This is an optimization exercise on Yosys and OpenROAD, whose aim is small area and a short achievable clock period, not a production implementation. RTL that was checked went through simulation tests only; none was proved equivalent to the original.

before:
==> flow/design.v (excerpt) <==
module CS(Y, X, reset, clk);
input clk, reset;
input [7:0] X;
output reg [9:0] Y;
reg [3:0] count;                  
reg [7:0] w0, w1, w2, w3, w4, w5, w6, w7, w8;    
reg [7:0] q;                      
reg [3:0] r;                      
wire nz = (count != 4'd0);
wire [7:0] qz = q & {8{nz}};
wire [3:0] rz = r & {4{nz}};
always @(posedge clk) begin
  q <= qn; r <= rn;
end
wire full = (count == 4'd9);
wire en = full & ~reset;
wire [7:0] qn;
wire [3:0] rn;
wire [9:0] Yd;
always @(posedge clk) begin
  w0 <= X; w1 <= w0; w2 <= w1; w3 <= w2; w4 <= w3;
  w5 <= w4; w6 <= w5; w7 <= w6; w8 <= w7;
end
always @(posedge clk) begin
  if (reset) count <= 4'd0;
  else if (!full) count <= count + 4'd1;
end
always @(posedge clk) Y <= Yd;
  ...
Size: about 610 cells after synthesis, roughly 20 I/O pins, ~6700 µm² of cells after synthesis.
export LEC_CHECK = 0
export CAP_MARGIN = 20
export CORE_MARGIN = 2
export CORE_UTILIZATION = 40
export CTS_BUF_LIST = sky130_fd_sc_hd__clkbuf_8
export SLEW_MARGIN = 20
export SYNTH_HIERARCHICAL = 1
export SYNTH_MINIMUM_KEEP_SIZE = 0
create_clock -name core_clock -period 23.0 [get_ports {clk}]
standard.sh (not shown) runs the stock make flow with config.mk's settings and CLKGATE_MAP_FILE= SYNTH_SCRIPT=/design/flow/synth_recipe.tcl, a recipe that flattens the netlist after the stock synthesis.
==> flow/flow/run.sh <==
#!/bin/bash
# The standard layout (standard.sh), with two changes to how it is made:
#  - ORFS's timing repair aims at a setup slack of 14 ns at the design's clock
#    period (SETUP_SLACK_MARGIN), so repair_timing sizes and buffers critical paths;
#  - every input and output port still gets a buffer, of cell sky130_fd_sc_hd__buf_2.
set -e
export SETUP_SLACK_MARGIN=14
export BUFFER_PORTS_ARGS="-buffer_cell sky130_fd_sc_hd__buf_2"
bash standard.sh > standard.log 2>&1
Relative to before, the following input files were edited for after:
# before
export LEC_CHECK = 0
export CAP_MARGIN = 20
export CORE_MARGIN = 2
export CORE_UTILIZATION = 40
export CTS_BUF_LIST = sky130_fd_sc_hd__clkbuf_8
export SLEW_MARGIN = 20
export SYNTH_HIERARCHICAL = 1
export SYNTH_MINIMUM_KEEP_SIZE = 0
create_clock -name core_clock -period 23.0 [get_ports {clk}]
# after
export LEC_CHECK = 0
export ABC_AREA = 1
export CAP_MARGIN = 20
export CORE_MARGIN = 2
export CORE_UTILIZATION = 40
export CTS_BUF_LIST = sky130_fd_sc_hd__clkbuf_8
export SLEW_MARGIN = 20
export SYNTH_HIERARCHICAL = 1
export SYNTH_MINIMUM_KEEP_SIZE = 0
create_clock -name core_clock -period 23.0 [get_ports {clk}]
==> flow/flow/run.sh <==
#!/bin/bash
# The standard layout (standard.sh), with two changes to how it is made:
#  - ORFS's timing repair aims at a setup slack of 13.5 ns at the design's clock
#    period (SETUP_SLACK_MARGIN), so repair_timing sizes and buffers critical paths;
#  - every input and output port still gets a buffer, of cell sky130_fd_sc_hd__buf_2.
set -e
export SETUP_SLACK_MARGIN=13.5
export BUFFER_PORTS_ARGS="-buffer_cell sky130_fd_sc_hd__buf_2"
bash standard.sh > standard.log 2>&1
==> comparison <==
In the tables for before and after, non-clock buffer count reads higher with before. The final reports for after and before show count of multi-input gates higher in the former. Relative to before, multi-input gate share of the layout cell area decreased by 0.67 points in after. after vs before: non-filler instance count after layout up. Summary — global placement routability congestion, after relative to before: lower, by about 4%. Width of the chip in after vs before: up about 11%. Sort before and after by cell area after layout asc -> top: before.


== v6 ==
Another version of the RTL of CS (not shown whole).
Size: about 600 cells after synthesis, about 20 I/O pins, roughly 6700 µm² of cells after synthesis.
// CS
module CS(Y, X, reset, clk);
input clk, reset;
input [7:0] X;
output reg [9:0] Y;
reg [3:0] count;                  
reg [7:0] w0, w1, w2, w3, w4, w5, w6, w7, w8;    
reg [7:0] q;                      
reg [3:0] r;                      
wire nz = (count != 4'd0);
wire [7:0] qz = q & {8{nz}};
wire [3:0] rz = r & {4{nz}};
always @(posedge clk) begin
  q <= qn; r <= rn;
end
wire full = (count == 4'd9);
wire en = full & ~reset;
wire [7:0] qn;
wire [3:0] rn;
wire [9:0] Yd;
always @(posedge clk) begin
  w0 <= X; w1 <= w0; w2 <= w1; w3 <= w2; w4 <= w3;
  w5 <= w4; w6 <= w5; w7 <= w6; w8 <= w7;
end
always @(posedge clk) begin
  if (reset) count <= 4'd0;
  else if (!full) count <= count + 4'd1;
end
always @(posedge clk) Y <= Yd;
  ...
export LEC_CHECK = 0
export CAP_MARGIN = 20
export CORE_MARGIN = 2
export CORE_UTILIZATION = 60
export CTS_BUF_LIST = sky130_fd_sc_hd__clkbuf_8
export SLEW_MARGIN = 20
export SYNTH_HIERARCHICAL = 1
export SYNTH_MINIMUM_KEEP_SIZE = 0
create_clock -name core_clock -period 23.0 [get_ports {clk}]
==> flow/flow/run.sh <==
#!/bin/bash
# The standard layout (standard.sh), with two changes to how it is made:
#  - ORFS's timing repair aims at a setup slack of 13.5 ns at the design's clock
#    period (SETUP_SLACK_MARGIN), so repair_timing sizes and buffers critical paths;
#  - every input and output port still gets a buffer, of cell sky130_fd_sc_hd__buf_2.
set -e
export SETUP_SLACK_MARGIN=13.5
export BUFFER_PORTS_ARGS="-buffer_cell sky130_fd_sc_hd__buf_2"
bash standard.sh > standard.log 2>&1
Relative to v6, the following input files were edited for v36:
Settings: changing CORE_UTILIZATION from 60 to 40.
==> comparison <==
- The portion of the layout cell area used by clock cells in v36 sits 0.58 points above the value recorded for v6.
- Comparing v36 with v6, the via count came out essentially unchanged.
- Going from v6 to v36, logic depth of the worst register-to-register path decreased 3.0%, number of global-route vias before repair went up about 1.8%, final standard cell count with taps included and fillers excluded went up, worst setup slack climbed 0.12 ns.
#### Input delta (v40 over v36)
Settings: CTS_CLUSTER_SIZE newly set to 40; CTS_CLUSTER_DIAMETER newly set to 150.
## What came out
From v40 to v36, global-route usage did not move at all.
Re number of buffers other than clock buffers in the final layout: no difference whatsoever between v40 and v36.
Going from v36 to v40, growth of design area from synthesis to finish shows no meaningful change, final instance area shows no meaningful change, count of multi-input gates shows no meaningful change, clock transition at the register clock pins on the worst setup and hold paths after CTS shows no meaningful change.
Area after synthesis: v36 vs v40 identical
Number of antenna violations at the first check in global routing came out exactly the same in v40 and v36.
No run of this note included a check of the RTL's function; only the layout flow was run.

static timing again, ports no longer ideal:
No port has a modelled driver above. Below, the same layouts with a new extraction and two added sets of constraints. Step 1 assumes that a clkbuf_16 drives the clock port and a buf_2 every other input. Step 2 also shifts input and output timing later by t, the mid clock arrival at the registers, as if the neighbouring blocks saw the same clock. Three values: ideal ports, drivers, drivers and shift; two values: the first two.
run | shift t [ns] | setup slack, ns | worst hold slack (ns)
before | 0.423 | 14.168 / 14.168 / 14.112 | 0.387 / 0.387 / 0.387
after | 0.434 | 14.506 / 14.506 / 14.321 | 0.389 / 0.389 / 0.389
v6 | 0.411 | 13.816 / 13.816 / 13.816 | 0.389 / 0.389 / 0.389
v36 | 0.427 | 13.934 / 13.934 / 13.934 | 0.380 / 0.380 / 0.380
v40 | 0.427 | 13.934 / 13.934 / 13.934 | 0.380 / 0.380 / 0.380
After both steps every run listed still meets setup and hold. For after, which loses most, drivers alone change the setup slack by 0.000 ns; drivers and shift together by -0.185 ns.
